From an optimization exercise on the open Yosys and OpenROAD flow, aimed at small area, a short achievable clock period and few clock cycles; shortcuts taken in it are not production practice.
At most, simulation tests tie the RTL to the original design; equivalence was not proved.
The RTL of runs 3 to 6 was laid out without a check of its function.

--- flow/constraint.sdc ---
create_clock -name core_clock -period 5.0 [get_ports {clk}]
set_input_delay 1.0000 -clock core_clock [delete_from_list [all_inputs] [get_ports {clk}]]
set_output_delay 1.0000 -clock core_clock [all_outputs]
set_load 0.01 [all_outputs]
--- flow/config.mk ---
export PLATFORM = sky130hd
export DESIGN_NAME = lab9
export DESIGN_NICKNAME = lab9
export VERILOG_FILES = /design/flow/design.v
export SDC_FILE = /design/flow/constraint.sdc
export NUM_CORES = 4
export LEC_CHECK = 0
export ABC_AREA = 1
export CAP_MARGIN = 20
export CORE_MARGIN = 2
export CORE_UTILIZATION = 40
export SETUP_SLACK_MARGIN = 2.3
export SLEW_MARGIN = 20
--- flow/flow/run.sh ---
#!/bin/bash
# The standard layout, with the smallest buffer on every input and output port
# instead of the one buffer_ports picks by default.
set -euo pipefail
bash standard.sh "BUFFER_PORTS_ARGS=-buffer_cell sky130_fd_sc_hd__buf_1" finish > standard.log 2>&1
--- flow/standard.sh ---
#!/bin/bash
# synth_recipe.tcl (not shown) runs the flow's synth.tcl, then flattens the netlist and writes it again
# the make line also repeats each setting of config.mk as NAME=value (left out here)
make -C /OpenROAD-flow-scripts/flow DESIGN_CONFIG=/design/flow/config.mk WORK_HOME=/design/flow/orfs CLKGATE_MAP_FILE= SYNTH_SCRIPT=/design/flow/synth_recipe.tcl "${@:-finish}"
--- flow/design.v ---
module lab9(x,y,z,clk,reset,start,done);
input [7:0]x,y;
input clk,reset;
input start;
output [7:0]z;
output done;
reg [7:0] a, b;
reg busy;
wire [7:0] o = a | b;
wire [7:0] lo = {|o[6:0], |o[5:0], |o[4:0], |o[3:0], |o[2:0], |o[1:0], o[0], 1'b0};
wire [7:0] m0 = ~lo;                      
wire [7:0] m1 = lo & ~{lo[6:0], 1'b0};       
wire a_odd = |(a & m0);
wire b_odd = |(b & m0);
wire d_2 = ~|((a ^ b) & m1);              
wire [6:0] u = a[7:1], v = b[7:1];
wire [6:0] pr = ~(u ^ v);                 
wire [6:0] g = u & ~v;
wire [6:0] t = u | ~v;
wire [6:0] G, T;
wire g10 = g[1] | (t[1] & g[0]),  t10 = t[1] & t[0];
wire g32 = g[3] | (t[3] & g[2]),  t32 = t[3] & t[2];
wire g54 = g[5] | (t[5] & g[4]),  t54 = t[5] & t[4];
wire g20 = g[2] | (t[2] & g10),   t20 = t[2] & t10;
wire g30 = g32 | (t32 & g10),     t30 = t32 & t10;
wire g64 = g[6] | (t[6] & g54),   t64 = t[6] & t54;
assign G[0] = g[0];              assign T[0] = t[0];
assign G[1] = g10;               assign T[1] = t10;
assign G[2] = g20;               assign T[2] = t20;
assign G[3] = g30;               assign T[3] = t30;
assign G[4] = g[4] | (t[4] & g30); assign T[4] = t[4] & t30;
assign G[5] = g54 | (t54 & g30);   assign T[5] = t54 & t30;
assign G[6] = g64 | (t64 & g30);   assign T[6] = t64 & t30;
wire [6:0] c  = {G[5:0], 1'b0};           
wire [6:0] c1 = {G[5:0] | T[5:0], 1'b1};  
wire [6:0] dab = pr ^ c1;                 
wire [6:0] dba = ~(pr ^ c);               
wire a_ge = G[6] | T[6];                  
wire fin = (a == b) | ~|a | ~|b;
assign done = busy & fin;
assign z = o;
always @(posedge clk) begin
	if (reset)
		busy <= 1'b0;
	else if (start)
		busy <= 1'b1;
	else if (fin)
		busy <= 1'b0;
end
wire sh_a  = ~start & ~a_odd;             
wire sh_b  = ~start & a_odd & ~b_odd;     
wire sub   = ~start & a_odd & b_odd;      
wire [6:0] dd = pr ^ (a_ge ? c1 : ~c);    
wire [7:0] dsel = d_2 ? dd[6:1] : dd;
wire [7:0] a_nx = ({8{start}} & x) | ({8{sh_a}} & (a >> 1)) | ({8{sub}} & dsel) | ({8{sh_b}} & a);
wire [7:0] b_nx = ({8{start}} & y) | ({8{sh_b}} & (b >> 1)) | ({8{sub & ~a_ge}} & a)
                | ({8{sh_a | (sub & a_ge)}} & b);
always @(posedge clk) begin
	a <= a_nx;
	b <= b_nx;
end
endmodule
==> results of run 1 <==
[metal layers]
| layer | routed length [um] | vias to the layer above | part of all wire | GRT usage |
|---|---|---|---|---|
| met3 | 266 | 4 | 0.047 | 0.0236 |
| li1 | - | 1065 | - | - |
| met4 | 46 | 0 | 0.0082 | 0.0440 |
| met1 | 2750 | 934 | 0.49 | 0.328 |
| met2 | 2550 | 56 | 0.45 | 0.357 |
| met5 | 0 | - | 0 | 0 |
[cell type report]
| cell class | instances | area, um^2 | share of cell area |
|---|---|---|---|
| inverters | 50 | 208 | 0.0900 |
| flip-flops and latches | 17 | 360 | 0.156 |
| well taps | 52 | 65.1 | 0.0282 |
| repair buffers | 41 | 208 | 0.0900 |
| clock buffers | 4 | 45.0 | 0.0195 |
| multi-input cells | 236 | 1420 | 0.616 |
[flip-flops by register name, summed over array words and instances, names as in the netlist]
signal / flops
a: 8
b: 8
busy: 1
[final timing paths]
check | from | end | slack [ns] | cells past startpoint
worst min-delay path | busy$_SDFFE_PP0P_ | busy$_SDFFE_PP0P_ | 0.46 | 2
worst max register to register | a[2]$_DFF_P_ | a[0]$_DFF_P_ | 2.62 | 15
worst min register to register | busy$_SDFFE_PP0P_ | busy$_SDFFE_PP0P_ | 0.46 | 2
worst max-delay path | a[2]$_DFF_P_ | done | 2.29 | 10
[kinds of logic after synthesis]
family | synth area share
and+or+nand+nor | 0.426
buffers and inverters | 0.107
AOI/OAI and AO/OA | 0.130
adders and majority gates | 0.155
DFF | 0.183
[critical path, delay by kind of cell (launching register included)]
kind	cells	cell delay, ns
adders and majority gates	1	0.24
buffers and inverters	5	0.31
DFF	1	0.37
and+or+nand+nor	4	0.54
[cells in the mapped netlist]
cell	count	share of area
sky130_fd_sc_hd__nand2_1	85	0.17
sky130_fd_sc_hd__inv_1	49	0.099
sky130_fd_sc_hd__nand3_1	35	0.094
sky130_fd_sc_hd__nor2_1	25	0.050
sky130_fd_sc_hd__ha_1	23	0.15
sky130_fd_sc_hd__o21ai_0	18	0.048
sky130_fd_sc_hd__dfxtp_1	17	0.18
sky130_fd_sc_hd__a21oi_1	16	0.043
sky130_fd_sc_hd__nand2_2	6	0.020
sky130_fd_sc_hd__nand4_1	6	0.020
sky130_fd_sc_hd__nand2_4	4	0.024
sky130_fd_sc_hd__o211ai_1	3	0.012
sky130_fd_sc_hd__a21oi_2	2	0.0094
sky130_fd_sc_hd__nor2_4	2	0.012
sky130_fd_sc_hd__nor3_1	2	0.0054
sky130_fd_sc_hd__nor4_1	2	0.0067
sky130_fd_sc_hd__a21oi_4	1	0.0087
sky130_fd_sc_hd__buf_4	1	0.0040
sky130_fd_sc_hd__clkbuf_1	1	0.0020
sky130_fd_sc_hd__inv_2	1	0.0020
sky130_fd_sc_hd__nand3b_1	1	0.0040
sky130_fd_sc_hd__nor2_2	1	0.0034
sky130_fd_sc_hd__nor2_8	1	0.011
sky130_fd_sc_hd__o21a_1	1	0.0040
sky130_fd_sc_hd__o21bai_1	1	0.0040
sky130_fd_sc_hd__or2_2	1	0.0034
[what timing repair did]
action,in CTS,in global routing
pin swaps,4,0
buffers inserted,14,0
cloned,0,0
endpoints found under the setup margin,1,1
resized for setup,49,0
[stage by stage]
| step | setup WS, ns | area, um^2 | utilization | hold WS (ns) |
|---|---|---|---|---|
| after floorplan | 2.66 | 1860 | - | 0.433 |
| after global placement | 2.28 | 2020 | 0.457 | 0.449 |
| after detailed placement | 2.29 | 2020 | 0.457 | 0.455 |
| after CTS | 2.30 | 2310 | 0.523 | 0.466 |
| after global routing | 2.18 | 2310 | 0.523 | 0.494 |
| final | 2.29 | 2310 | 0.523 | 0.464 |
==> impl_results.rst, run 1 <==
.. list-table::
   :header-rows: 1

   * - Metric
     - Value
   * - Detailed-route DRC error count
     - 0
   * - Count of distinct cell types in the synthesized netlist
     - 26
   * - Die Span Y
     - 72.2 um
   * - Count of inserted antenna diode cells
     - 0
   * - Net count after synthesis
     - 347
   * - GRT Resource Usage Total
     - 0.224
   * - Count of endpoints failing hold in the final timing report
     - 0
   * - Synthesis-stage register bit count
     - 17
   * - Clk buf depth
     - 2
   * - Number of nets in the layout
     - 391
   * - HPWL Detailed
     - 4.18 mm
   * - Critical path data required time
     - 4.00 ns
   * - Number of maximum-capacitance constraint violations
     - 0
   * - Cells after synthesis
     - 305
   * - DIE WIDTH
     - 72.2 um
   * - Initial drt markers
     - 209
   * - Sink Count
     - 17
   * - Synthesized cell area
     - 1860 um^2
   * - Type of the worst setup path
     - register to primary output
   * - Outcome
     - timing/DRC/antenna clean
   * - F_max
     - 368 MHz
   * - Setup skew after layout
     - 0.00357 ns
   * - Critical path fanouts, max
     - 3
   * - Layout Area Growth over Synthesis
     - 23.9%
   * - Arrival time of the worst setup path
     - 1.71 ns
   * - Launching element type of the critical path
     - register
   * - Grt total ovfl
     - 0
   * - Number of standard cells in the layout, taps in and fillers out
     - 400
   * - Root Driver
     - sky130_fd_sc_hd__clkbuf_8
   * - Slew HR
     - 0.448
   * - YS warnings
     - 1
   * - Dominant cell type by count on the critical path
     - sky130_fd_sc_hd__inv_1
   * - Iteration count of the initial detailed-routing pass
     - 4
   * - Largest net degree at the start of global routing
     - 19
   * - Average detailed-routed wire length per instance
     - 14.0 um
   * - Sum Neg Setup Slack
     - 0 ns
   * - Highest-count cells in the layout ignoring fill and taps
     - 85 x sky130_fd_sc_hd__nand2_1, 35 x sky130_fd_sc_hd__nand3_1, 33 x sky130_fd_sc_hd__inv_1
   * - Cell at the slowest stage of the critical path
     - sky130_fd_sc_hd__dfxtp_2
   * - Hold/Removal Path Class
     - register to register
   * - Gp weighted congestion
     - 0.892
   * - Total wire length after detailed routing
     - 5.62 mm
   * - Post-route minimum period
     - 2.71 ns
   * - Ports placed on the boundary
     - 28
   * - Antenna violation net count after detailed routing
     - 0
   * - Initial Util
     - 0.422
   * - Final Cycle Share
     - 0.543
   * - Number of input and output port buffers inserted
     - 27
   * - Final setup vio count
     - 0
   * - Clock transition at the register clock pins on the worst setup and hold paths after CTS
     - 0.08 ns
   * - Via count of the first global-routing pass
     - 1952
   * - Type of destination of the critical path
     - primary output
   * - RSZ-0062 raised after global routing
     - yes
   * - Fraction of the yosys area taken by sequential cells
     - 0.183
   * - Placed cell count
     - 382
   * - Fraction of final layout cells sized beyond drive strength 1
     - 0.218
   * - Average via count per standard cell
     - 5.15
   * - Vias
     - 2059
   * - Total of hold buffers inserted after clock tree synthesis
     - 0
   * - Ordered list of cells on the worst path
     - inv_4, ha_4, inv_2, nand4_1, nor4_2, nor3_2, inv_1, nand2_1, inv_1, buf_2
   * - # rows
     - 24
   * - Mean area per synthesized cell
     - 6.10 um^2
   * - Die ar.
     - 5220 um^2
   * - Number of fill cells
     - 450
   * - Core Region
     - 4410 um^2
   * - Leading cell type in the layout, fill and taps excluded
     - sky130_fd_sc_hd__nand2_1
   * - Slowest cell delay on critical path
     - 0.37 ns
   * - Clock buffers created by TritonCTS
     - 3
   * - Worst Max-Slew Pin Slew
     - 0.829 ns
   * - TritonCTS clock tree
     - built
   * - Initial antenna violation count
     - 0
   * - Number of pins exceeding their max-slew limit in the final report
     - 0
   * - Clock latency of the later-clocked register in the worst-skew pair
     - 0.26 ns
   * - Wire length of the first global-routing pass
     - 9.33 mm
   * - Number of H-tree branching levels
     - 1
Testbench counts, summed over its fixed seeds: cycles 24,549.
==> run 2, diff against run 1 <==
--- a/flow/config.mk
+++ b/flow/config.mk
@@ -5,9 +5,8 @@
 export SDC_FILE = /design/flow/constraint.sdc
 export NUM_CORES = 4
 export LEC_CHECK = 0
-export ABC_AREA = 1
 export CAP_MARGIN = 20
 export CORE_MARGIN = 2
 export CORE_UTILIZATION = 40
-export SETUP_SLACK_MARGIN = 2.3
+export SETUP_SLACK_MARGIN = 2.0
 export SLEW_MARGIN = 20
==> run 2 against run 1 <==
Effect of this change:
- highest routed layer unchanged
- largest cell class unchanged
- sequential cell count did not move
- sequential share of layout area grew 2.7 points
- core utilization down 4.8 points
- setup slack worse by 0.16 ns
==> impl_results.rst, run 2 <==
.. list-table::
   :header-rows: 1

   * - Metric
     - Value
   * - Outcome
     - timing/DRC/antenna clean (unchanged)
   * - Minimum setup slack among reg-to-reg paths
     - 2.12 ns (was 2.62 ns)
   * - Leading cell types by total area after synthesis
     - sky130_fd_sc_hd__dfxtp_1 20%, sky130_fd_sc_hd__ha_1 17%, sky130_fd_sc_hd__a221o_1 8.8%, sky130_fd_sc_hd__inv_1 7.4%, sky130_fd_sc_hd__nand2_1 4.6% (was sky130_fd_sc_hd__dfxtp_1 18%, sky130_fd_sc_hd__nand2_1 17%, sky130_fd_sc_hd__ha_1 15%, sky130_fd_sc_hd__inv_1 9.9%, sky130_fd_sc_hd__nand3_1 9.4%)
   * - Post-synth EDFFs
     - 0 (unchanged)
   * - Largest regs
     - a x8, b x8, busy x1 (unchanged)
   * - Top routing layer in use
     - met4 (unchanged)
   * - Gp weighted congestion
     - 0.905 (was 0.892)
   * - Met2 wire len
     - 2.13 mm (was 2.55 mm)
   * - Count of distinct cell types in the synthesized netlist
     - 40 (was 26)
   * - Wire length of the first global-routing pass
     - 7.71 mm (was 9.33 mm)
   * - Cell at the slowest stage of the critical path
     - sky130_fd_sc_hd__a311oi_4 (was sky130_fd_sc_hd__dfxtp_2)
   * - Hold worst-path end
     - a[7]$_DFF_P_ (was busy$_SDFFE_PP0P_)
   * - Met1 Routed Length
     - 2.30 mm (was 2.75 mm)
   * - Detailed-route DRC error count
     - 0 (unchanged)
   * - Die Span Y
     - 69.5 um (was 72.2 um)
   * - Number of nets in the layout
     - 289 (was 391)
   * - Type of the worst setup path
     - register to register (was register to primary output)
   * - Number of H-tree branching levels
     - 1 (unchanged)
   * - Total wire length after detailed routing
     - 4.68 mm (was 5.62 mm)
   * - HPWL Detailed
     - 3.69 mm (was 4.18 mm)
   * - Post-synth top area share
     - 0.199 (was 0.183)
   * - Arrival time of the worst setup path
     - 3.03 ns (was 1.71 ns)
   * - Number of fill cells
     - 414 (was 450)
   * - Clock latency of the later-clocked register in the worst-skew pair
     - 0.26 ns (about the same)
   * - Antenna violation net count after detailed routing
     - 0 (unchanged)
   * - Critical path data required time
     - 5.15 ns (was 4.00 ns)
   * - Fraction of final layout cells sized beyond drive strength 1
     - 0.0894 (was 0.218)
   * - Top-count cell post-synth
     - sky130_fd_sc_hd__inv_1 (was sky130_fd_sc_hd__nand2_1)
   * - Average detailed-routed wire length per instance
     - 15.8 um (was 14.0 um)
   * - Slew HR
     - 0.371 (was 0.448)
   * - Largest net degree at the start of global routing
     - 32 (was 19)
   * - Launching point of the worst reg2reg path
     - b[1]$_DFF_P_ (was a[2]$_DFF_P_)
   * - Mean area per synthesized cell
     - 7.79 um^2 (was 6.10 um^2)
   * - DIE WIDTH
     - 69.5 um (was 72.2 um)
   * - Number of pins exceeding their max-slew limit in the final report
     - 0 (unchanged)
   * - Clock buffers created by TritonCTS
     - 3 (unchanged)
   * - Initial antenna violation count
     - 0 (unchanged)
   * - Worst Max-Slew Pin Slew
     - 0.944 ns (was 0.829 ns)
   * - Cells after synthesis
     - 220 (was 305)
   * - Grt total ovfl
     - 0 (unchanged)
   * - Net count after synthesis
     - 262 (was 347)
   * - Highest-count cells in the layout ignoring fill and taps
     - 34 x sky130_fd_sc_hd__inv_1, 27 x sky130_fd_sc_hd__buf_1, 23 x sky130_fd_sc_hd__ha_1 (was 85 x sky130_fd_sc_hd__nand2_1, 35 x sky130_fd_sc_hd__nand3_1, 33 x sky130_fd_sc_hd__inv_1)
   * - RSZ-0062 raised after global routing
     - no (was yes)
   * - Sink Count
     - 17 (unchanged)
   * - Root Driver
     - sky130_fd_sc_hd__clkbuf_8 (unchanged)
   * - Type of destination of the critical path
     - register (was primary output)
   * - Via count of the first global-routing pass
     - 1605 (was 1952)
   * - # rows
     - 23 (was 24)
   * - Slowest cell delay on critical path
     - 0.84 ns (was 0.37 ns)
   * - Commonest register cell after synthesis
     - sky130_fd_sc_hd__dfxtp_1 (unchanged)
   * - Final Cycle Share
     - 0.576 (was 0.543)
   * - Average via count per standard cell
     - 5.61 (was 5.15)
   * - Pre-CTS WS
     - 2.07 ns (was 2.29 ns)
   * - Leading cell type in the layout, fill and taps excluded
     - sky130_fd_sc_hd__inv_1 (was sky130_fd_sc_hd__nand2_1)
   * - Post-route minimum period
     - 2.88 ns (was 2.71 ns)
   * - Post-layout worst setup margin
     - 2.12 ns (was 2.29 ns)
   * - Total of hold buffers inserted after clock tree synthesis
     - 0 (unchanged)
   * - Number of instances on the worst hold path
     - 2 (unchanged)
   * - Fraction of the yosys area taken by sequential cells
     - 0.199 (was 0.183)
   * - Met3 wire len
     - 155 um (was 266 um)
   * - Sum Neg Setup Slack
     - 0 ns (unchanged)
   * - Number of maximum-capacitance constraint violations
     - 0 (unchanged)
   * - Iteration count of the initial detailed-routing pass
     - 4 (unchanged)
   * - Initial Util
     - 0.422 (about the same)
   * - Synthesis-stage register bit count
     - 17 (unchanged)
   * - Initial drt markers
     - 76 (was 209)
   * - Vias
     - 1661 (was 2059)
   * - Post-CTS Setup Repair Bufs
     - 0 (was 14)
   * - Core Region
     - 4060 um^2 (was 4410 um^2)
   * - Clk buf depth
     - 2 (unchanged)
   * - Critical path fanouts, max
     - 17 (was 3)
   * - List of most frequent post-synthesis cells
     - 34 x sky130_fd_sc_hd__inv_1, 23 x sky130_fd_sc_hd__ha_1, 21 x sky130_fd_sc_hd__nand2_1, 17 x sky130_fd_sc_hd__dfxtp_1, 15 x sky130_fd_sc_hd__a221o_1 (was 85 x sky130_fd_sc_hd__nand2_1, 49 x sky130_fd_sc_hd__inv_1, 35 x sky130_fd_sc_hd__nand3_1, 25 x sky130_fd_sc_hd__nor2_1, 23 x sky130_fd_sc_hd__ha_1)
   * - Synthesized cell area
     - 1710 um^2 (was 1860 um^2)
   * - Dominant cell type by area after synthesis
     - sky130_fd_sc_hd__dfxtp_1 (unchanged)
   * - Clock transition at the register clock pins on the worst setup and hold paths after CTS
     - 0.07 ns (was 0.08 ns)
   * - Number of input and output port buffers inserted
     - 27 (unchanged)
   * - Depth of the worst register-to-register path
     - 9 (was 15)
   * - Ordered list of cells on the worst path
     - inv_1, ha_1, nand2b_1, a21o_1, a311oi_4, o211ai_1, o21ai_1, xnor2_1, a221o_1 (was inv_4, ha_4, inv_2, nand4_1, nor4_2, nor3_2, inv_1, nand2_1, inv_1, buf_2)
   * - Launching element type of the critical path
     - register (unchanged)
   * - Ports placed on the boundary
     - 28 (unchanged)
   * - Worst reg2reg endpoint
     - a[2]$_DFF_P_ (was a[0]$_DFF_P_)
   * - Count of inserted antenna diode cells
     - 0 (unchanged)
   * - TritonCTS clock tree
     - built (unchanged)
   * - Quantity of gates resized following cts
     - 0 (was 49)
   * - GRT Resource Usage Total
     - 0.194 (was 0.224)
   * - Share of synthesized registers carrying an async set or reset
     - 0 (unchanged)
   * - Hold wc startpoint
     - a[7]$_DFF_P_ (was busy$_SDFFE_PP0P_)
   * - Final setup vio count
     - 0 (unchanged)
   * - Layout Area Growth over Synthesis
     - 12.3% (was 23.9%)
   * - F_max
     - 347 MHz (was 368 MHz)
   * - YS warnings
     - 1 (unchanged)
   * - Setup skew after layout
     - 0.00321 ns (was 0.00357 ns)
   * - Count of endpoints failing hold in the final timing report
     - 0 (unchanged)
   * - Die ar.
     - 4820 um^2 (was 5220 um^2)
   * - Hold/Removal Path Class
     - register to register (unchanged)
## run 2: cell count changes in the layout (fill, tap and decap cells not counted), moves of 7 or more
cell / before / now
sky130_fd_sc_hd__nand3_1: 35 / 9
sky130_fd_sc_hd__ha_4: 7 / 0
sky130_fd_sc_hd__buf_4: 14 / 1
sky130_fd_sc_hd__a221o_1: 0 / 15
sky130_fd_sc_hd__nand2_1: 85 / 21
sky130_fd_sc_hd__o21ai_0: 18 / 9
sky130_fd_sc_hd__ha_1: 16 / 23
sky130_fd_sc_hd__nor2_1: 25 / 7
sky130_fd_sc_hd__inv_2: 9 / 0
sky130_fd_sc_hd__inv_4: 8 / 0
## run 2: final cells by class
cell class,instances,area (um^2),share of cell area
clock buffer,3,41.3,0.0214
sequential,17,353,0.183
timing repair buffer,28,109,0.0565
multi-input combinational,162,1220,0.635
clock inverter,1,5.00,0.00260
inverter,35,131,0.0682
tap,50,62.6,0.0325
## run 2: stage by stage
step,cells,hold slack (ns),cell area [um^2],utilization
floorplan,220,0.501,1710,-
global placement,292,0.535,1860,0.458
global route,296,0.553,1930,0.475
finish,296,0.522,1930,0.475
detailed placement,292,0.556,1860,0.458
CTS,296,0.563,1900,0.469
## run 2: cell families (layout without fill, tap and decap cells)
group / Yosys count / count (layout) / share of synthesized area
xor+xnor: 6 / 6 / 0.0307
mux: 4 / 4 / 0.0234
simple gates: 56 / 56 / 0.158
buf+inv: 41 / 67 / 0.0934
flops: 17 / 17 / 0.199
compound gates: 73 / 73 / 0.328
fa+ha+maj: 23 / 23 / 0.168
## run 2: worst max path at each step
stage | startpoint | to | slack [ns] | cells past startpoint
floorplan | a[1]$_DFF_P_ | done | 2.61 | 5
global route | a[1]$_DFF_P_ | done | 2.00 | 6
detailed placement | a[1]$_DFF_P_ | a[5]$_DFF_P_ | 2.07 | 9
finish | b[1]$_DFF_P_ | a[2]$_DFF_P_ | 2.12 | 9
global placement | a[1]$_DFF_P_ | a[5]$_DFF_P_ | 2.02 | 9
CTS | a[1]$_DFF_P_ | done | 2.02 | 6
## run 2: worst max-delay path: cells and delay by family (launching register included)
family,cells,cell delay (ns)
adder cells (fa/ha/maj),1,0.21
AND/OR/NAND/NOR,1,0.15
XOR/XNOR,1,0.14
buffers and inverters,1,0.09
flip-flops,1,0.40
AO/OA/AOI/OAI,5,1.79
## run 2: layer usage
layer,vias up,track usage
li1,855,-
met1,760,0.276
met2,37,0.309
met3,9,0.0189
met4,0,0.0588
met5,-,0
==> run 3, diff against run 2 <==
--- a/flow/design.v
+++ b/flow/design.v
@@ -51,8 +51,10 @@
 wire sh_b  = ~start & a_odd & ~b_odd;     
 wire sub   = ~start & a_odd & b_odd;      
 wire [6:0] dd = pr ^ (a_ge ? c1 : ~c);    
-wire [7:0] dsel = d_2 ? dd[6:1] : dd;
-wire [7:0] a_nx = ({8{start}} & x) | ({8{sh_a}} & (a >> 1)) | ({8{sub}} & dsel) | ({8{sh_b}} & a);
+wire [7:0] base = sh_a ? a[7:1] : dd;
+wire two = sh_a ? ~|(a & m1) : d_2;
+wire [7:0] dsel = two ? base[7:1] : base;
+wire [7:0] a_nx = ({8{start}} & x) | ({8{sh_a | sub}} & dsel) | ({8{sh_b}} & a);
 wire [7:0] b_nx = ({8{start}} & y) | ({8{sh_b}} & (b >> 1)) | ({8{sub & ~a_ge}} & a)
                 | ({8{sh_a | (sub & a_ge)}} & b);
 always @(posedge clk) begin
==> run 3 against run 2 <==
Effect of this change:
- global-route usage increased by 1.5 points
- still clean on timing, DRC and antenna
- synthesized cell count increased by 10%
- largest cell class unchanged
- clock-buffer cell count unchanged
==> impl_results.rst, run 3 <==
.. list-table::
   :header-rows: 1

   * - Metric
     - Value
   * - Number of input and output port buffers inserted
     - 27 (unchanged)
   * - Number of maximum-capacitance constraint violations
     - 0 (unchanged)
   * - Count of endpoints failing hold in the final timing report
     - 0 (unchanged)
   * - Wire length of the first global-routing pass
     - 8.60 mm (was 7.71 mm)
   * - Number of nets in the layout
     - 309 (was 289)
   * - Initial Util
     - 0.421 (was 0.422)
   * - Minimum setup slack among reg-to-reg paths
     - 2.20 ns (was 2.12 ns)
   * - Count of distinct cell types in the synthesized netlist
     - 56 (was 40)
   * - Type of destination of the critical path
     - primary output (was register)
   * - Layout Area Growth over Synthesis
     - 10.4% (was 12.3%)
   * - Post-Route Hold Slack
     - 0.541 ns (was 0.522 ns)
   * - Total of hold buffers inserted after clock tree synthesis
     - 0 (unchanged)
   * - Depth of the worst register-to-register path
     - 9 (unchanged)
   * - Dominant cell type by area after synthesis
     - sky130_fd_sc_hd__dfxtp_1 (unchanged)
   * - Clk buf depth
     - 2 (unchanged)
   * - Fraction of final layout cells sized beyond drive strength 1
     - 0.0940 (was 0.0894)
   * - Largest net degree at the start of global routing
     - 22 (was 32)
   * - # rows
     - 24 (was 23)
   * - Gp weighted congestion
     - 0.968 (was 0.905)
   * - Critical path data required time
     - 4.00 ns (was 5.15 ns)
   * - Hold/Removal Path Class
     - register to register (unchanged)
   * - Average via count per standard cell
     - 5.94 (was 5.61)
   * - Mean area per synthesized cell
     - 7.73 um^2 (was 7.79 um^2)
   * - Post-CTS Setup Repair Bufs
     - 0 (unchanged)
   * - Critical path fanouts, max
     - 8 (was 17)
   * - Initial drt markers
     - 134 (was 76)
   * - Cell at the slowest stage of the critical path
     - sky130_fd_sc_hd__dfxtp_2 (was sky130_fd_sc_hd__a311oi_4)
   * - Pre-CTS WS
     - 1.98 ns (was 2.07 ns)
   * - Leading cell type in the layout, fill and taps excluded
     - sky130_fd_sc_hd__inv_1 (unchanged)
   * - Launching element type of the critical path
     - register (unchanged)
   * - F_max
     - 344 MHz (was 347 MHz)
   * - Grt total ovfl
     - 0 (unchanged)
   * - List of most frequent post-synthesis cells
     - 30 x sky130_fd_sc_hd__inv_1, 23 x sky130_fd_sc_hd__ha_1, 21 x sky130_fd_sc_hd__nand2_1, 17 x sky130_fd_sc_hd__a21oi_1, 17 x sky130_fd_sc_hd__dfxtp_1 (was 34 x sky130_fd_sc_hd__inv_1, 23 x sky130_fd_sc_hd__ha_1, 21 x sky130_fd_sc_hd__nand2_1, 17 x sky130_fd_sc_hd__dfxtp_1, 15 x sky130_fd_sc_hd__a221o_1)
   * - Number of instances on the worst hold path
     - 2 (unchanged)
   * - Number of pins exceeding their max-slew limit in the final report
     - 0 (unchanged)
   * - Post-route minimum period
     - 2.91 ns (was 2.88 ns)
   * - Post-synth EDFFs
     - 0 (unchanged)
   * - Commonest register cell after synthesis
     - sky130_fd_sc_hd__dfxtp_1 (unchanged)
   * - Arrival time of the worst setup path
     - 1.91 ns (was 3.03 ns)
   * - Ordered list of cells on the worst path
     - inv_1, ha_1, nor4_1, nand2_1, a31oi_1, buf_1 (was inv_1, ha_1, nand2b_1, a21o_1, a311oi_4, o211ai_1, o21ai_1, xnor2_1, a221o_1)
   * - DIE WIDTH
     - 72.4 um (was 69.5 um)
   * - Clock latency of the later-clocked register in the worst-skew pair
     - 0.25 ns (was 0.26 ns)
   * - Iteration count of the initial detailed-routing pass
     - 4 (unchanged)
   * - Clock buffers created by TritonCTS
     - 3 (unchanged)
   * - GRT Resource Usage Total
     - 0.209 (was 0.194)
   * - Final setup vio count
     - 0 (unchanged)
   * - Number of fill cells
     - 470 (was 414)
   * - Ports placed on the boundary
     - 28 (unchanged)
   * - Core Region
     - 4440 um^2 (was 4060 um^2)
   * - Clock transition at the register clock pins on the worst setup and hold paths after CTS
     - 0.07 ns (about the same)
   * - Root Driver
     - sky130_fd_sc_hd__clkbuf_8 (unchanged)
   * - Post-synth top area share
     - 0.182 (was 0.199)
   * - Worst Max-Slew Pin Slew
     - 0.907 ns (was 0.944 ns)
   * - Synthesis-stage register bit count
     - 17 (unchanged)
   * - YS warnings
     - 1 (unchanged)
   * - Antenna violation net count after detailed routing
     - 0 (unchanged)
   * - Slowest cell delay on critical path
     - 0.44 ns (was 0.84 ns)
   * - Average detailed-routed wire length per instance
     - 16.5 um (was 15.8 um)
   * - Final Cycle Share
     - 0.582 (was 0.576)
   * - Initial antenna violation count
     - 0 (unchanged)
   * - Count of inserted antenna diode cells
     - 0 (unchanged)
   * - Sink Count
     - 17 (unchanged)
   * - Vias
     - 1889 (was 1661)
   * - Net count after synthesis
     - 284 (was 262)
   * - Type of the worst setup path
     - register to primary output (was register to register)
   * - Sum Neg Setup Slack
     - 0 ns (unchanged)
   * - Total wire length after detailed routing
     - 5.24 mm (was 4.68 mm)
   * - Share of synthesized registers carrying an async set or reset
     - 0 (unchanged)
   * - Leading cell types by total area after synthesis
     - sky130_fd_sc_hd__dfxtp_1 18%, sky130_fd_sc_hd__ha_1 15%, sky130_fd_sc_hd__inv_1 6.0%, sky130_fd_sc_hd__a21oi_1 4.5%, sky130_fd_sc_hd__nand2_1 4.2% (was sky130_fd_sc_hd__dfxtp_1 20%, sky130_fd_sc_hd__ha_1 17%, sky130_fd_sc_hd__a221o_1 8.8%, sky130_fd_sc_hd__inv_1 7.4%, sky130_fd_sc_hd__nand2_1 4.6%)
   * - Largest regs
     - a x8, b x8, busy x1 (unchanged)
   * - Cells after synthesis
     - 242 (was 220)
   * - Outcome
     - timing/DRC/antenna clean (unchanged)
   * - Top-count cell post-synth
     - sky130_fd_sc_hd__inv_1 (unchanged)
   * - Via count of the first global-routing pass
     - 1725 (was 1605)
   * - Die Span Y
     - 72.4 um (was 69.5 um)
   * - Die ar.
     - 5240 um^2 (was 4820 um^2)
   * - Highest-count cells in the layout ignoring fill and taps
     - 30 x sky130_fd_sc_hd__inv_1, 27 x sky130_fd_sc_hd__buf_1, 23 x sky130_fd_sc_hd__ha_1 (was 34 x sky130_fd_sc_hd__inv_1, 27 x sky130_fd_sc_hd__buf_1, 23 x sky130_fd_sc_hd__ha_1)
   * - Slew HR
     - 0.395 (was 0.371)
   * - Number of H-tree branching levels
     - 1 (unchanged)
   * - Setup skew after layout
     - 0.00355 ns (was 0.00321 ns)
   * - Synthesized cell area
     - 1870 um^2 (was 1710 um^2)
   * - RSZ-0062 raised after global routing
     - yes (was no)
   * - Fraction of the yosys area taken by sequential cells
     - 0.182 (was 0.199)
   * - Detailed-route DRC error count
     - 0 (unchanged)
   * - HPWL Detailed
     - 4.20 mm (was 3.69 mm)
   * - Final core utilization
     - 0.465 (was 0.475)
   * - Post-layout worst setup margin
     - 2.09 ns (was 2.12 ns)
   * - TritonCTS clock tree
     - built (unchanged)
==> run 3: cell families after synthesis <==
group	share of synthesized area
AOI/OAI and AO/OA	0.340
and+or+nand+nor	0.194
buffers and inverters	0.0809
adders and majority gates	0.154
DFF	0.182
xor gates and xnor gates	0.0281
muxes	0.0214
==> run 3: repair_timing <==
action | in CTS | in global routing
endpoints found under the setup margin | 1 | 6
hold endpoints to repair | 0 | 0
resized for setup | 4 | 6
==> run 3: final cells by class <==
type	count	area, um^2	area share
sequential	17	353	0.171
clock buffer	3	41.3	0.0200
inverter	30	113	0.0545
tap	52	65.1	0.0315
timing repair buffer	27	101	0.0490
multi-input combinational	188	1390	0.671
clock inverter	1	7.51	0.00363
==> run 3: path summary, 6_finish.rpt <==
check                           end         startpoint
hold reg to reg   busy$_SDFFE_PP0P_  busy$_SDFFE_PP0P_
hold / removal    busy$_SDFFE_PP0P_  busy$_SDFFE_PP0P_
setup reg to reg       a[0]$_DFF_P_       a[3]$_DFF_P_
setup / recovery               done       a[5]$_DFF_P_
==> run 3: critical path, delay by kind of cell, from the launching register on <==
kind            cells  cell delay [ns]
flops               1             0.44
compound gates      1             0.15
simple gates        2             0.44
fa+ha+maj           1             0.36
buf+inv             2             0.27
==> run 3: routing by layer <==
metal	routed length [um]	GRT usage	vias up
li1	-	-	941
met2	2380	0.346	64
met1	2540	0.297	882
met3	305	0.0319	2
met4	21	0.0247	0
met5	0	0	-
==> run 3: per-stage QoR <==
step	cell area (um^2)	std cells
6_report	2070	318
5_1_grt	2070	318
4_1_cts	2050	318
3_5_place_dp	2000	314
3_3_place_gp	2000	314
2_1_floorplan	1870	242
==> run 4, diff against run 3 <==
--- a/flow/design.v
+++ b/flow/design.v
@@ -52,8 +52,10 @@
 wire sub   = ~start & a_odd & b_odd;      
 wire [6:0] dd = pr ^ (a_ge ? c1 : ~c);    
 wire [7:0] base = sh_a ? a[7:1] : dd;
+wire [7:0] m2 = {m1[6:0], 1'b0};          
 wire two = sh_a ? ~|(a & m1) : d_2;
-wire [7:0] dsel = two ? base[7:1] : base;
+wire three = two & (sh_a ? ~|(a & m2) : ~|((a ^ b) & m2));
+wire [7:0] dsel = three ? base[7:2] : two ? base[7:1] : base;
 wire [7:0] a_nx = ({8{start}} & x) | ({8{sh_a | sub}} & dsel) | ({8{sh_b}} & a);
 wire [7:0] b_nx = ({8{start}} & y) | ({8{sh_b}} & (b >> 1)) | ({8{sub & ~a_ge}} & a)
                 | ({8{sh_a | (sub & a_ge)}} & b);
==> run 4 against run 3 <==
Effect of this change:
- die area rose by 14%
- register-to-register slack got worse by 0.10 ns
- wire length increased by 29%
- via count up 21%
- largest cell class unchanged
==> impl_results.rst, run 4 <==
.. list-table::
   :header-rows: 1

   * - Metric
     - Value
   * - Outcome
     - timing/DRC/antenna clean (unchanged)
   * - Slew HR
     - 0.592 (was 0.395)
   * - Placed cell count
     - 362 (was 314)
   * - Launching point of the worst reg2reg path
     - a[3]$_DFF_P_ (unchanged)
   * - Worst Max-Slew Pin Slew
     - 0.596 ns (was 0.907 ns)
   * - Launching element type of the critical path
     - register (unchanged)
   * - Number of fill cells
     - 552 (was 470)
   * - Largest net degree at the start of global routing
     - 25 (was 22)
   * - Leading cell type in the layout, fill and taps excluded
     - sky130_fd_sc_hd__inv_1 (unchanged)
   * - Critical path data required time
     - 4.00 ns (about the same)
   * - Cells after synthesis
     - 277 (was 242)
   * - Number of pins exceeding their max-slew limit in the final report
     - 0 (unchanged)
   * - Mean area per synthesized cell
     - 7.79 um^2 (was 7.73 um^2)
   * - M1 GR Usage
     - 0.301 (was 0.297)
   * - Sum Neg Setup Slack
     - 0 ns (unchanged)
   * - Final setup vio count
     - 0 (unchanged)
   * - Count of distinct cell types in the synthesized netlist
     - 69 (was 56)
   * - Die Span Y
     - 77.4 um (was 72.4 um)
   * - Hold/Removal Path Class
     - register to register (unchanged)
   * - DIE WIDTH
     - 77.4 um (was 72.4 um)
   * - Number of H-tree branching levels
     - 1 (unchanged)
   * - TritonCTS clock tree
     - built (unchanged)
   * - Clock transition at the register clock pins on the worst setup and hold paths after CTS
     - 0.07 ns (about the same)
   * - Largest regs
     - a x8, b x8, busy x1 (unchanged)
   * - Dominant cell type by area after synthesis
     - sky130_fd_sc_hd__dfxtp_1 (unchanged)
   * - Fraction of the mapped netlist area in adder cells
     - 0.133 (was 0.154)
   * - Placed Area
     - 2280 um^2 (was 2000 um^2)
   * - Net count after synthesis
     - 319 (was 284)
   * - Ordered list of cells on the worst path
     - inv_1, ha_1, nor4_2, nand2_1, a31oi_1, buf_1 (was inv_1, ha_1, nor4_1, nand2_1, a31oi_1, buf_1)
   * - Count of inserted antenna diode cells
     - 0 (unchanged)
   * - Initial Util
     - 0.420 (was 0.421)
   * - Mux share of post-synthesis cell area
     - 0.0307 (was 0.0214)
   * - Post-synth top area share
     - 0.158 (was 0.182)
   * - Share of synthesized registers carrying an async set or reset
     - 0 (unchanged)
   * - List of most frequent post-synthesis cells
     - 31 x sky130_fd_sc_hd__inv_1, 28 x sky130_fd_sc_hd__nand2_1, 23 x sky130_fd_sc_hd__ha_1, 17 x sky130_fd_sc_hd__dfxtp_1, 14 x sky130_fd_sc_hd__nor2_1 (was 30 x sky130_fd_sc_hd__inv_1, 23 x sky130_fd_sc_hd__ha_1, 21 x sky130_fd_sc_hd__nand2_1, 17 x sky130_fd_sc_hd__a21oi_1, 17 x sky130_fd_sc_hd__dfxtp_1)
   * - F_max
     - 335 MHz (was 344 MHz)
   * - Arrival time of the worst setup path
     - 1.99 ns (was 1.91 ns)
   * - Combined flip-flop and latch cell area
     - 360 um^2 (was 353 um^2)
   * - Pre-CTS WS
     - 1.57 ns (was 1.98 ns)
   * - Final Cycle Share
     - 0.598 (was 0.582)
   * - Largest family of logic cells by synthesized area
     - compound AO/OA/AOI/OAI gates (unchanged)
   * - Antenna violation net count after detailed routing
     - 0 (unchanged)
   * - Leading cell types by total area after synthesis
     - sky130_fd_sc_hd__dfxtp_1 16%, sky130_fd_sc_hd__ha_1 13%, sky130_fd_sc_hd__inv_1 5.4%, sky130_fd_sc_hd__nand2_1 4.9%, sky130_fd_sc_hd__a222oi_1 3.7% (was sky130_fd_sc_hd__dfxtp_1 18%, sky130_fd_sc_hd__ha_1 15%, sky130_fd_sc_hd__inv_1 6.0%, sky130_fd_sc_hd__a21oi_1 4.5%, sky130_fd_sc_hd__nand2_1 4.2%)
   * - Type of the worst setup path
     - register to primary output (unchanged)
   * - Number of input and output port buffers inserted
     - 27 (unchanged)
   * - Vias
     - 2286 (was 1889)
   * - Average detailed-routed wire length per instance
     - 18.1 um (was 16.5 um)
   * - # rows
     - 26 (was 24)
   * - Wire length of the first global-routing pass
     - 10.8 mm (was 8.60 mm)
   * - Commonest register cell after synthesis
     - sky130_fd_sc_hd__dfxtp_1 (unchanged)
   * - Fraction of final layout cells sized beyond drive strength 1
     - 0.148 (was 0.0940)
   * - Count of endpoints failing hold in the final timing report
     - 0 (unchanged)
   * - Worst reg2reg endpoint
     - a[2]$_DFF_P_ (was a[0]$_DFF_P_)
   * - Synthesized cell area
     - 2160 um^2 (was 1870 um^2)
   * - Initial drt markers
     - 281 (was 134)
   * - Slowest cell delay on critical path
     - 0.44 ns (about the same)
   * - Minimum setup slack among reg-to-reg paths
     - 2.10 ns (was 2.20 ns)
   * - Depth of the worst register-to-register path
     - 9 (unchanged)
   * - Post-synth EDFFs
     - 0 (unchanged)
   * - Average via count per standard cell
     - 6.11 (was 5.94)
   * - Critical path endpoint
     - done (unchanged)
   * - HPWL Detailed
     - 5.11 mm (was 4.20 mm)
   * - Number of maximum-capacitance constraint violations
     - 0 (unchanged)
   * - RSZ-0062 raised after global routing
     - yes (unchanged)
   * - Most Crowded Layer GR
     - met2 (unchanged)
   * - Cell at the slowest stage of the critical path
     - sky130_fd_sc_hd__dfxtp_2 (unchanged)
   * - Detailed-route DRC error count
     - 0 (unchanged)
   * - Multi-input gate area
     - 1670 um^2 (was 1390 um^2)
   * - Root Driver
     - sky130_fd_sc_hd__clkbuf_8 (unchanged)
   * - Fraction of the yosys area taken by sequential cells
     - 0.158 (was 0.182)
   * - Clk buf depth
     - 2 (unchanged)
   * - GRT Resource Usage Total
     - 0.223 (was 0.209)
   * - Sink Count
     - 17 (unchanged)
   * - Startpoint of the most critical setup path
     - a[5]$_DFF_P_ (unchanged)
   * - Met2 usage in global routing
     - 0.372 (was 0.346)
   * - Die ar.
     - 6000 um^2 (was 5240 um^2)
   * - Iteration count of the initial detailed-routing pass
     - 6 (was 4)
   * - Number of standard cells in the layout, taps in and fillers out
     - 374 (was 318)
   * - Setup skew after layout
     - 0.00670 ns (was 0.00355 ns)
   * - Top-count cell post-synth
     - sky130_fd_sc_hd__inv_1 (unchanged)
   * - Clock buffers created by TritonCTS
     - 3 (unchanged)
   * - Core Region
     - 5140 um^2 (was 4440 um^2)
   * - Post-synthesis share of cell area spent on and, or, nand and nor gates
     - 0.247 (was 0.194)
   * - Total wire length after detailed routing
     - 6.78 mm (was 5.24 mm)
   * - Layout Area Growth over Synthesis
     - 14.4% (was 10.4%)
   * - Post-route minimum period
     - 2.99 ns (was 2.91 ns)
   * - YS warnings
     - 1 (unchanged)
   * - Final design area excluding fillers
     - 2470 um^2 (was 2070 um^2)
   * - Ports placed on the boundary
     - 28 (unchanged)
   * - Number of nets in the layout
     - 347 (was 309)
   * - Synthesis-stage register bit count
     - 17 (unchanged)
   * - Initial antenna violation count
     - 0 (unchanged)
   * - Via count of the first global-routing pass
     - 2162 (was 1725)
   * - Share of the synthesized netlist area taken by xor and xnor gates
     - 0.0162 (was 0.0281)
   * - Highest-count cells in the layout ignoring fill and taps
     - 31 x sky130_fd_sc_hd__inv_1, 28 x sky130_fd_sc_hd__nand2_1, 26 x sky130_fd_sc_hd__buf_1 (was 30 x sky130_fd_sc_hd__inv_1, 27 x sky130_fd_sc_hd__buf_1, 23 x sky130_fd_sc_hd__ha_1)
   * - Type of destination of the critical path
     - primary output (unchanged)
   * - Gp weighted congestion
     - 0.895 (was 0.968)
   * - Critical path fanouts, max
     - 9 (was 8)
   * - Post-layout worst setup margin
     - 2.01 ns (was 2.09 ns)
   * - Grt total ovfl
     - 0 (unchanged)
   * - Clock latency of the later-clocked register in the worst-skew pair
     - 0.25 ns (about the same)
   * - Compound-cell area share of the yosys netlist
     - 0.330 (was 0.340)
   * - Met3 Use GR
     - 0.0360 (was 0.0319)
run 4: cell count changes in the layout (fill, tap and decap cells not counted), moves of 5 or more:
cell	change
sky130_fd_sc_hd__a21oi_1	-7
sky130_fd_sc_hd__a31oi_1	+5
sky130_fd_sc_hd__a222oi_1	+6
sky130_fd_sc_hd__a221o_1	-7
sky130_fd_sc_hd__buf_4	+7
sky130_fd_sc_hd__nand2_1	+7
run 4: layout make-up:
cell class,count,area share
clock buffers,3,0.0167
multi-input cells,216,0.678
inverters,32,0.0487
flip-flops and latches,17,0.146
repair buffers,35,0.0735
clock inverters,1,0.00203
well taps,70,0.0355
run 4: metal layers:
metal  wire (um)  vias to the layer above  part of all wire
li1            -                     1102                 -
met1        3060                     1075              0.45
met2        3120                      101              0.46
met3         489                        8             0.072
met4         100                        0             0.015
met5           0                        -                 0
run 4: per-stage QoR:
step | util | hold WS [ns]
after floorplan | - | 0.448
final | 0.480 | 0.507
after global placement | 0.444 | 0.504
after global routing | 0.480 | 0.533
after detailed placement | 0.444 | 0.495
after CTS | 0.466 | 0.508
run 4: worst max-delay path, delay by kind of cell (launching register included):
kind,cells,cell delay (ns)
AND/OR/NAND/NOR,2,0.46
flip-flops,1,0.44
adder cells (fa/ha/maj),1,0.40
buffers and inverters,2,0.29
AO/OA/AOI/OAI,1,0.15
run 4: logic make-up (layout without fill, tap and decap cells):
logic type      Yosys count  count (layout)
fa+ha+maj                23              23
simple gates             95              95
buf+inv                  44              71
compound gates           88              88
mux                       6               6
flops                    17              17
xor+xnor                  4               4
run 4: repair_timing:
item,4_1_cts,5_1_grt
gates cloned,0,0
gates resized for setup,17,6
buffers inserted,3,5
endpoints found under the setup margin,7,12
pin swaps,1,1
hold buffers,0,0
run 4: how the worst min path moves through the flow:
| stage | slack (ns) | to | start | cells after the start |
|---|---|---|---|---|
| 3_5_place_dp | 0.50 | b[0]$_DFF_P_ | b[0]$_DFF_P_ | 2 |
| 4_1_cts | 0.51 | b[0]$_DFF_P_ | b[0]$_DFF_P_ | 2 |
| 5_1_grt | 0.53 | b[0]$_DFF_P_ | b[0]$_DFF_P_ | 2 |
| 6_report | 0.51 | b[0]$_DFF_P_ | b[0]$_DFF_P_ | 2 |
| 2_1_floorplan | 0.45 | b[0]$_DFF_P_ | b[0]$_DFF_P_ | 2 |
| 3_3_place_gp | 0.50 | b[0]$_DFF_P_ | b[0]$_DFF_P_ | 2 |
==> run 5, diff against run 4 <==
--- a/flow/design.v
+++ b/flow/design.v
@@ -3,7 +3,7 @@
 input clk,reset;
 input start;
 output [7:0]z;
-output done;
+output reg done;
 reg [7:0] a, b;
 reg busy;
 wire [7:0] o = a | b;
@@ -37,26 +37,25 @@
 wire [6:0] dba = ~(pr ^ c);               
 wire a_ge = G[6] | T[6];                  
 wire fin = (a == b) | ~|a | ~|b;
-assign done = busy & fin;
 assign z = o;
 always @(posedge clk) begin
-	if (reset)
+	if (reset) begin
 		busy <= 1'b0;
-	else if (start)
-		busy <= 1'b1;
-	else if (fin)
-		busy <= 1'b0;
+		done <= 1'b0;
+	end else begin
+		done <= busy & fin & ~start;
+		if (start)
+			busy <= 1'b1;
+		else if (fin)
+			busy <= 1'b0;
+	end
 end
 wire sh_a  = ~start & ~a_odd;             
 wire sh_b  = ~start & a_odd & ~b_odd;     
 wire sub   = ~start & a_odd & b_odd;      
 wire [6:0] dd = pr ^ (a_ge ? c1 : ~c);    
-wire [7:0] base = sh_a ? a[7:1] : dd;
-wire [7:0] m2 = {m1[6:0], 1'b0};          
-wire two = sh_a ? ~|(a & m1) : d_2;
-wire three = two & (sh_a ? ~|(a & m2) : ~|((a ^ b) & m2));
-wire [7:0] dsel = three ? base[7:2] : two ? base[7:1] : base;
-wire [7:0] a_nx = ({8{start}} & x) | ({8{sh_a | sub}} & dsel) | ({8{sh_b}} & a);
+wire [7:0] dsel = d_2 ? dd[6:1] : dd;
+wire [7:0] a_nx = ({8{start}} & x) | ({8{sh_a}} & (a >> 1)) | ({8{sub}} & dsel) | ({8{sh_b}} & a);
 wire [7:0] b_nx = ({8{start}} & y) | ({8{sh_b}} & (b >> 1)) | ({8{sub & ~a_ge}} & a)
                 | ({8{sh_a | (sub & a_ge)}} & b);
 always @(posedge clk) begin
--- a/flow/config.mk
+++ b/flow/config.mk
@@ -5,8 +5,9 @@
 export SDC_FILE = /design/flow/constraint.sdc
 export NUM_CORES = 4
 export LEC_CHECK = 0
+export ABC_AREA = 1
 export CAP_MARGIN = 20
 export CORE_MARGIN = 2
 export CORE_UTILIZATION = 40
-export SETUP_SLACK_MARGIN = 2.0
+export SETUP_SLACK_MARGIN = 2.6
 export SLEW_MARGIN = 20
==> run 5 against run 4 <==
Effect of this change:
- wire length is 22% lower
- sequential share of layout area is 2.9 points higher
- synthesized area shrank 13%
- still clean on timing, DRC and antenna
- clock-buffer cell count is 1 higher
- worst hold slack lost 0.052 ns
- global-route usage is 1.0 points lower
- non-clock buffer count down 8
- synthesized cell count is 8.7% higher
- critical path type unchanged
- critical endpoint is now z[4]
==> impl_results.rst, run 5 <==
.. list-table::
   :header-rows: 1

   * - Metric
     - Value
   * - Number of standard cells in the layout, taps in and fillers out
     - 381 (was 374)
   * - Launching element type of the critical path
     - register (unchanged)
   * - Commonest register cell after synthesis
     - sky130_fd_sc_hd__dfxtp_1 (unchanged)
   * - Clk buf depth
     - 2 (unchanged)
   * - Post-synth EDFFs
     - 0 (unchanged)
   * - Mean area per synthesized cell
     - 6.25 um^2 (was 7.79 um^2)
   * - Number of nets in the layout
     - 372 (was 347)
   * - Combined flip-flop and latch cell area
     - 367 um^2 (was 360 um^2)
   * - RSZ-0062 raised after global routing
     - no (was yes)
   * - Number of input and output port buffers inserted
     - 27 (unchanged)
   * - Share of synthesized registers carrying an async set or reset
     - 0 (unchanged)
   * - Leading cell types by total area after synthesis
     - sky130_fd_sc_hd__dfxtp_1 19%, sky130_fd_sc_hd__nand2_1 19%, sky130_fd_sc_hd__ha_1 15%, sky130_fd_sc_hd__nand3_1 11%, sky130_fd_sc_hd__inv_1 8.2% (was sky130_fd_sc_hd__dfxtp_1 16%, sky130_fd_sc_hd__ha_1 13%, sky130_fd_sc_hd__inv_1 5.4%, sky130_fd_sc_hd__nand2_1 4.9%, sky130_fd_sc_hd__a222oi_1 3.7%)
   * - Outcome
     - timing/DRC/antenna clean (unchanged)
   * - YS warnings
     - 1 (unchanged)
   * - Initial drt markers
     - 134 (was 281)
   * - Final design area excluding fillers
     - 2100 um^2 (was 2470 um^2)
   * - Average via count per standard cell
     - 5.11 (was 6.11)
   * - Grt total ovfl
     - 0 (unchanged)
   * - Number of H-tree branching levels
     - 1 (unchanged)
   * - # rows
     - 24 (was 26)
   * - GRT Resource Usage Total
     - 0.213 (was 0.223)
   * - Critical path data required time
     - 4.00 ns (about the same)
   * - Number of maximum-capacitance constraint violations
     - 0 (unchanged)
   * - Placed cell count
     - 377 (was 362)
   * - Cells after synthesis
     - 301 (was 277)
   * - Type of the worst setup path
     - register to primary output (unchanged)
   * - Post-synth top area share
     - 0.191 (was 0.158)
   * - Post-route minimum period
     - 2.35 ns (was 2.99 ns)
   * - Vias
     - 1947 (was 2286)
   * - Die Span Y
     - 72.6 um (was 77.4 um)
   * - Via count of the first global-routing pass
     - 1842 (was 2162)
   * - Dominant cell type by area after synthesis
     - sky130_fd_sc_hd__dfxtp_1 (unchanged)
   * - Largest regs
     - a x8, b x8 (was a x8, b x8, busy x1)
   * - HPWL Detailed
     - 4.21 mm (was 5.11 mm)
   * - Antenna violation net count after detailed routing
     - 0 (unchanged)
   * - Initial antenna violation count
     - 0 (unchanged)
   * - Gp weighted congestion
     - 0.907 (was 0.895)
   * - Slowest cell delay on critical path
     - 0.46 ns (was 0.44 ns)
   * - Ordered list of cells on the worst path
     - inv_1, ha_1, inv_1, buf_1 (was inv_1, ha_1, nor4_2, nand2_1, a31oi_1, buf_1)
   * - Root Driver
     - sky130_fd_sc_hd__clkbuf_8 (unchanged)
   * - Arrival time of the worst setup path
     - 1.35 ns (was 1.99 ns)
   * - Synthesized cell area
     - 1880 um^2 (was 2160 um^2)
   * - Final setup vio count
     - 0 (unchanged)
   * - Initial Util
     - 0.423 (was 0.420)
   * - Type of destination of the critical path
     - primary output (unchanged)
   * - Final core utilization
     - 0.472 (was 0.480)
   * - List of most frequent post-synthesis cells
     - 93 x sky130_fd_sc_hd__nand2_1, 41 x sky130_fd_sc_hd__inv_1, 40 x sky130_fd_sc_hd__nand3_1, 23 x sky130_fd_sc_hd__ha_1, 20 x sky130_fd_sc_hd__a21oi_1 (was 31 x sky130_fd_sc_hd__inv_1, 28 x sky130_fd_sc_hd__nand2_1, 23 x sky130_fd_sc_hd__ha_1, 17 x sky130_fd_sc_hd__dfxtp_1, 14 x sky130_fd_sc_hd__nor2_1)
   * - Clock latency of the later-clocked register in the worst-skew pair
     - 0.25 ns (about the same)
   * - Number of fill cells
     - 474 (was 552)
   * - Clock buffers created by TritonCTS
     - 3 (unchanged)
   * - TritonCTS clock tree
     - built (unchanged)
   * - DIE WIDTH
     - 72.6 um (was 77.4 um)
   * - Top-count cell post-synth
     - sky130_fd_sc_hd__nand2_1 (was sky130_fd_sc_hd__inv_1)
   * - Top Family by Delay on Critical Path
     - flip-flops (was simple AND/OR/NAND/NOR gates)
   * - Slew HR
     - 0.710 (was 0.592)
   * - Net count after synthesis
     - 343 (was 319)
   * - Minimum setup slack among reg-to-reg paths
     - 2.91 ns (was 2.10 ns)
   * - Wire length of the first global-routing pass
     - 8.71 mm (was 10.8 mm)
   * - Largest net degree at the start of global routing
     - 19 (was 25)
   * - F_max
     - 426 MHz (was 335 MHz)
   * - Hold/Removal Path Class
     - register to register (unchanged)
   * - Clock transition at the register clock pins on the worst setup and hold paths after CTS
     - 0.07 ns (about the same)
   * - Multi-input gate area
     - 1350 um^2 (was 1670 um^2)
   * - Count of distinct cell types in the synthesized netlist
     - 25 (was 69)
   * - Detailed-route DRC error count
     - 0 (unchanged)
   * - Highest-count cells in the layout ignoring fill and taps
     - 92 x sky130_fd_sc_hd__nand2_1, 40 x sky130_fd_sc_hd__inv_1, 40 x sky130_fd_sc_hd__nand3_1 (was 31 x sky130_fd_sc_hd__inv_1, 28 x sky130_fd_sc_hd__nand2_1, 26 x sky130_fd_sc_hd__buf_1)
   * - Buffering stage count on the worst path with inverters included
     - 3 (was 2)
   * - Post-CTS Setup Repair Bufs
     - 0 (was 3)
   * - Fraction of the yosys area taken by sequential cells
     - 0.191 (was 0.158)
   * - Dominant cell type by count on the critical path
     - sky130_fd_sc_hd__inv_1
   * - Leading cell type in the layout, fill and taps excluded
     - sky130_fd_sc_hd__nand2_1 (was sky130_fd_sc_hd__inv_1)
   * - Critical path fanouts, max
     - 5 (was 9)
   * - Average detailed-routed wire length per instance
     - 13.8 um (was 18.1 um)
   * - Worst Max-Slew Pin Slew
     - 0.435 ns (was 0.596 ns)
   * - Sink Count
     - 18 (was 17)
   * - Count of inserted antenna diode cells
     - 0 (unchanged)
   * - Setup skew after layout
     - 0.00221 ns (was 0.00670 ns)
   * - Layout Area Growth over Synthesis
     - 11.4% (was 14.4%)
   * - Ports placed on the boundary
     - 28 (unchanged)
   * - Sum Neg Setup Slack
     - 0 ns (unchanged)
   * - Fraction of final layout cells sized beyond drive strength 1
     - 0.100 (was 0.148)
   * - Total wire length after detailed routing
     - 5.26 mm (was 6.78 mm)
   * - Count of endpoints failing hold in the final timing report
     - 0 (unchanged)
   * - Number of pins exceeding their max-slew limit in the final report
     - 0 (unchanged)
   * - Final Cycle Share
     - 0.469 (was 0.598)
   * - Iteration count of the initial detailed-routing pass
     - 4 (was 6)
   * - Cell at the slowest stage of the critical path
     - sky130_fd_sc_hd__dfxtp_1 (was sky130_fd_sc_hd__dfxtp_2)
   * - Core Region
     - 4440 um^2 (was 5140 um^2)
   * - Placed Area
     - 2030 um^2 (was 2280 um^2)
   * - Synthesis-stage register bit count
     - 18 (was 17)
   * - Die ar.
     - 5270 um^2 (was 6000 um^2)
run 5: cell type report:
class | instances | area share
Tap cell | 52 | 0.0310
Multi-Input combinational cell | 238 | 0.644
Timing Repair Buffer | 27 | 0.0490
Inverter | 42 | 0.0752
Sequential cell | 18 | 0.175
Clock buffer | 4 | 0.0263
run 5: worst reg2reg max path: stages, from the launching register on:
cell and delay, ns:
sky130_fd_sc_hd__dfxtp_1 0.44, sky130_fd_sc_hd__inv_1 0.13, sky130_fd_sc_hd__ha_1 0.23, sky130_fd_sc_hd__nand2_1 0.07
sky130_fd_sc_hd__nand2_1 0.09, sky130_fd_sc_hd__nand2_1 0.10, sky130_fd_sc_hd__nand3_1 0.15, sky130_fd_sc_hd__nand2_2 0.22
sky130_fd_sc_hd__nand2_4 0.14, sky130_fd_sc_hd__nand2_1 0.12, sky130_fd_sc_hd__nand3b_1 0.10, sky130_fd_sc_hd__nand3_1 0.12
sky130_fd_sc_hd__nand3_1 0.07
run 5: per-stage QoR:
| step | setup slack, ns | hold slack (ns) |
|---|---|---|
| finish | 2.65 | 0.455 |
| global route | 2.60 | 0.491 |
| global placement | 2.37 | 0.448 |
| CTS | 2.61 | 0.456 |
| floorplan | 2.96 | 0.429 |
| detailed placement | 2.27 | 0.445 |
run 5: final timing paths:
check / startpoint / to / cells after the start
worst max register to register: b[1]$_DFF_P_ / a[1]$_DFF_P_ / 12
worst min-delay path: busy$_SDFFE_PP0P_ / done$_SDFF_PP0_ / 2
worst min register to register: busy$_SDFFE_PP0P_ / done$_SDFF_PP0_ / 2
worst max-delay path: b[4]$_DFF_P_ / z[4] / 4
run 5: what timing repair did:
item | in CTS | in global routing
gates resized for setup | 2 | 7
endpoints found under the setup margin | 14 | 19
hold buffers | 0 | 0
run 5: layer usage:
metal	share of wire	track usage
met1	0.49	0.302
met2	0.46	0.346
met3	0.047	0.0207
met4	0.0069	0.0514
met5	0	0
run 5: kinds of logic (layout without fill, tap and decap cells):
group	Yosys count	count (layout)	share of synthesized area
compound gates	31	31	0.0858
fa+ha+maj	23	23	0.153
buf+inv	45	73	0.0957
flops	18	18	0.191
simple gates	184	184	0.474
==> run 6, diff against run 5 <==
--- a/flow/config.mk
+++ b/flow/config.mk
@@ -9,5 +9,5 @@
 export CAP_MARGIN = 20
 export CORE_MARGIN = 2
 export CORE_UTILIZATION = 40
-export SETUP_SLACK_MARGIN = 2.6
+export SETUP_SLACK_MARGIN = 2.8
 export SLEW_MARGIN = 20
==> run 6 against run 5 <==
Effect of this change:
- register-to-register slack improved by 0.02 ns
- synthesized area did not move
- cell area rose by 4.7%
- critical path depth did not move
- clock-buffer cell count did not move
- critical path type unchanged
- critical endpoint is now z[2]
==> impl_results.rst, run 6 <==
.. list-table::
   :header-rows: 1

   * - Metric
     - Value
   * - Largest regs
     - a x8, b x8 (unchanged)
   * - Number of input and output port buffers inserted
     - 27 (unchanged)
   * - Detailed-route DRC error count
     - 0 (unchanged)
   * - Vias
     - 2014 (was 1947)
   * - Antenna violation net count after detailed routing
     - 0 (unchanged)
   * - F_max
     - 460 MHz (was 426 MHz)
   * - Placed cell count
     - 377 (unchanged)
   * - Number of fill cells
     - 457 (was 474)
   * - Outcome
     - timing/DRC/antenna clean (unchanged)
   * - Gp weighted congestion
     - 0.907 (unchanged)
   * - Arrival time of the worst setup path
     - 1.18 ns (was 1.35 ns)
   * - Count of distinct cell types in the synthesized netlist
     - 25 (unchanged)
   * - Number of maximum-capacitance constraint violations
     - 0 (unchanged)
   * - Count of endpoints failing hold in the final timing report
     - 0 (unchanged)
   * - Fraction of the yosys area taken by sequential cells
     - 0.191 (unchanged)
   * - Net count after synthesis
     - 343 (unchanged)
   * - List of most frequent post-synthesis cells
     - 93 x sky130_fd_sc_hd__nand2_1, 41 x sky130_fd_sc_hd__inv_1, 40 x sky130_fd_sc_hd__nand3_1, 23 x sky130_fd_sc_hd__ha_1, 20 x sky130_fd_sc_hd__a21oi_1 (unchanged)
   * - Die Span Y
     - 72.6 um (unchanged)
   * - Number of standard cells in the layout, taps in and fillers out
     - 385 (was 381)
   * - Largest net degree at the start of global routing
     - 19 (unchanged)
   * - Post-route minimum period
     - 2.18 ns (was 2.35 ns)
   * - HPWL Detailed
     - 4.21 mm (unchanged)
   * - Average detailed-routed wire length per instance
     - 14.3 um (was 13.8 um)
   * - Clock buffers created by TritonCTS
     - 3 (unchanged)
   * - Cell at the slowest stage of the critical path
     - sky130_fd_sc_hd__dfxtp_2 (was sky130_fd_sc_hd__dfxtp_1)
   * - Mean area per synthesized cell
     - 6.25 um^2 (unchanged)
   * - Via count of the first global-routing pass
     - 1876 (was 1842)
   * - Clk buf depth
     - 2 (unchanged)
   * - Ordered list of cells on the worst path
     - inv_1, ha_1, inv_2, buf_2 (was inv_1, ha_1, inv_1, buf_1)
   * - Launching element type of the critical path
     - register (unchanged)
   * - Total wire length after detailed routing
     - 5.49 mm (was 5.26 mm)
   * - Initial drt markers
     - 174 (was 134)
## run 6: cell families after synthesis
kind of cell | after synthesis | share of synthesized area
simple gates | 184 | 0.474
buf+inv | 45 | 0.0957
compound gates | 31 | 0.0858
fa+ha+maj | 23 | 0.153
flops | 18 | 0.191
## run 6: path summary, 6_finish.rpt
check | from | endpoint | slack [ns] | cells past startpoint
worst min register to register | busy$_SDFFE_PP0P_ | done$_SDFF_PP0_ | 0.46 | 2
worst max-delay path | b[2]$_DFF_P_ | z[2] | 2.82 | 4
worst min-delay path | busy$_SDFFE_PP0P_ | done$_SDFF_PP0_ | 0.46 | 2
worst max register to register | b[5]$_DFF_P_ | a[0]$_DFF_P_ | 2.93 | 10
## run 6: stage by stage
| stage | area [um^2] | setup slack [ns] |
|---|---|---|
| final | 2190 | 2.82 |
| after global routing | 2190 | 2.76 |
| after CTS | 2120 | 2.75 |
| after detailed placement | 2030 | 2.27 |
| after global placement | 2030 | 2.37 |
| after floorplan | 1880 | 2.96 |
## run 6: area by class of cell
class,count,area (um^2),area share
multi-input combinational,238,1380,0.631
inverter,42,158,0.0718
tap,52,65.1,0.0296
clock buffer,4,55.1,0.0251
sequential,18,392,0.178
timing repair buffer,31,141,0.0644
## run 6: worst max-delay path: cells and delay by family, from the launching register on
kind                     cells  cell delay [ns]
adder cells (fa/ha/maj)      1             0.19
flip-flops                   1             0.41
buffers and inverters        3             0.34
## run 6: repair_timing
item / CTS / global route
pin swaps: 0 / 1
setup endpoints to repair: 22 / 23
setup buffers: 0 / 4
resized for setup: 29 / 17
## run 6: metal layers
layer	share of wire	track usage
met3	0.056	0.0249
met1	0.47	0.299
met5	0	0
met4	0.011	0.0597
met2	0.47	0.353

==> afterwards: timing with drivers on the ports <==
Ports are ideal in the flow. The routed layouts listed here were re-timed in OpenROAD.
Step 1 (the two cells are an assumption about what drives the block):
set clk [get_ports {clk}]
set_driving_cell -lib_cell sky130_fd_sc_hd__clkbuf_16 $clk
set_driving_cell -lib_cell sky130_fd_sc_hd__buf_2 [delete_from_list [all_inputs] $clk]
Step 2 times the ports against the registers' clock, not the clock port: input delays grow and output delays shrink by t, the midpoint of the rising clock arrivals with the driver on.
Three values: no drivers, after step 1, after step 2; two values: the first two.
run	t (ns)	setup WS [ns]	worst hold slack (ns)	slew at the worst register clock pin (ns)	worst slew at a driven data input, ns
run 1	0.279	2.286 / 2.261 / 2.320	0.464 / 0.464 / 0.464	0.08 / 0.08	0.03
run 2	0.281	2.122 / 2.099 / 2.122	0.522 / 0.522 / 0.522	0.07 / 0.07	0.03
run 3	0.278	2.092 / 2.067 / 1.962	0.541 / 0.541 / 0.541	0.07 / 0.07	0.03
run 4	0.275	2.012 / 1.987 / 1.936	0.507 / 0.507 / 0.507	0.07 / 0.07	0.03
run 5	0.273	2.654 / 2.632 / 2.710	0.455 / 0.455 / 0.455	0.07 / 0.07	0.03
run 6	0.273	2.824 / 2.802 / 2.693	0.455 / 0.455 / 0.455	0.07 / 0.07	0.04
After both steps every run listed still meets setup and hold. For run 6, which loses most, drivers alone change the setup slack by -0.022 ns; drivers and shift together by -0.131 ns.
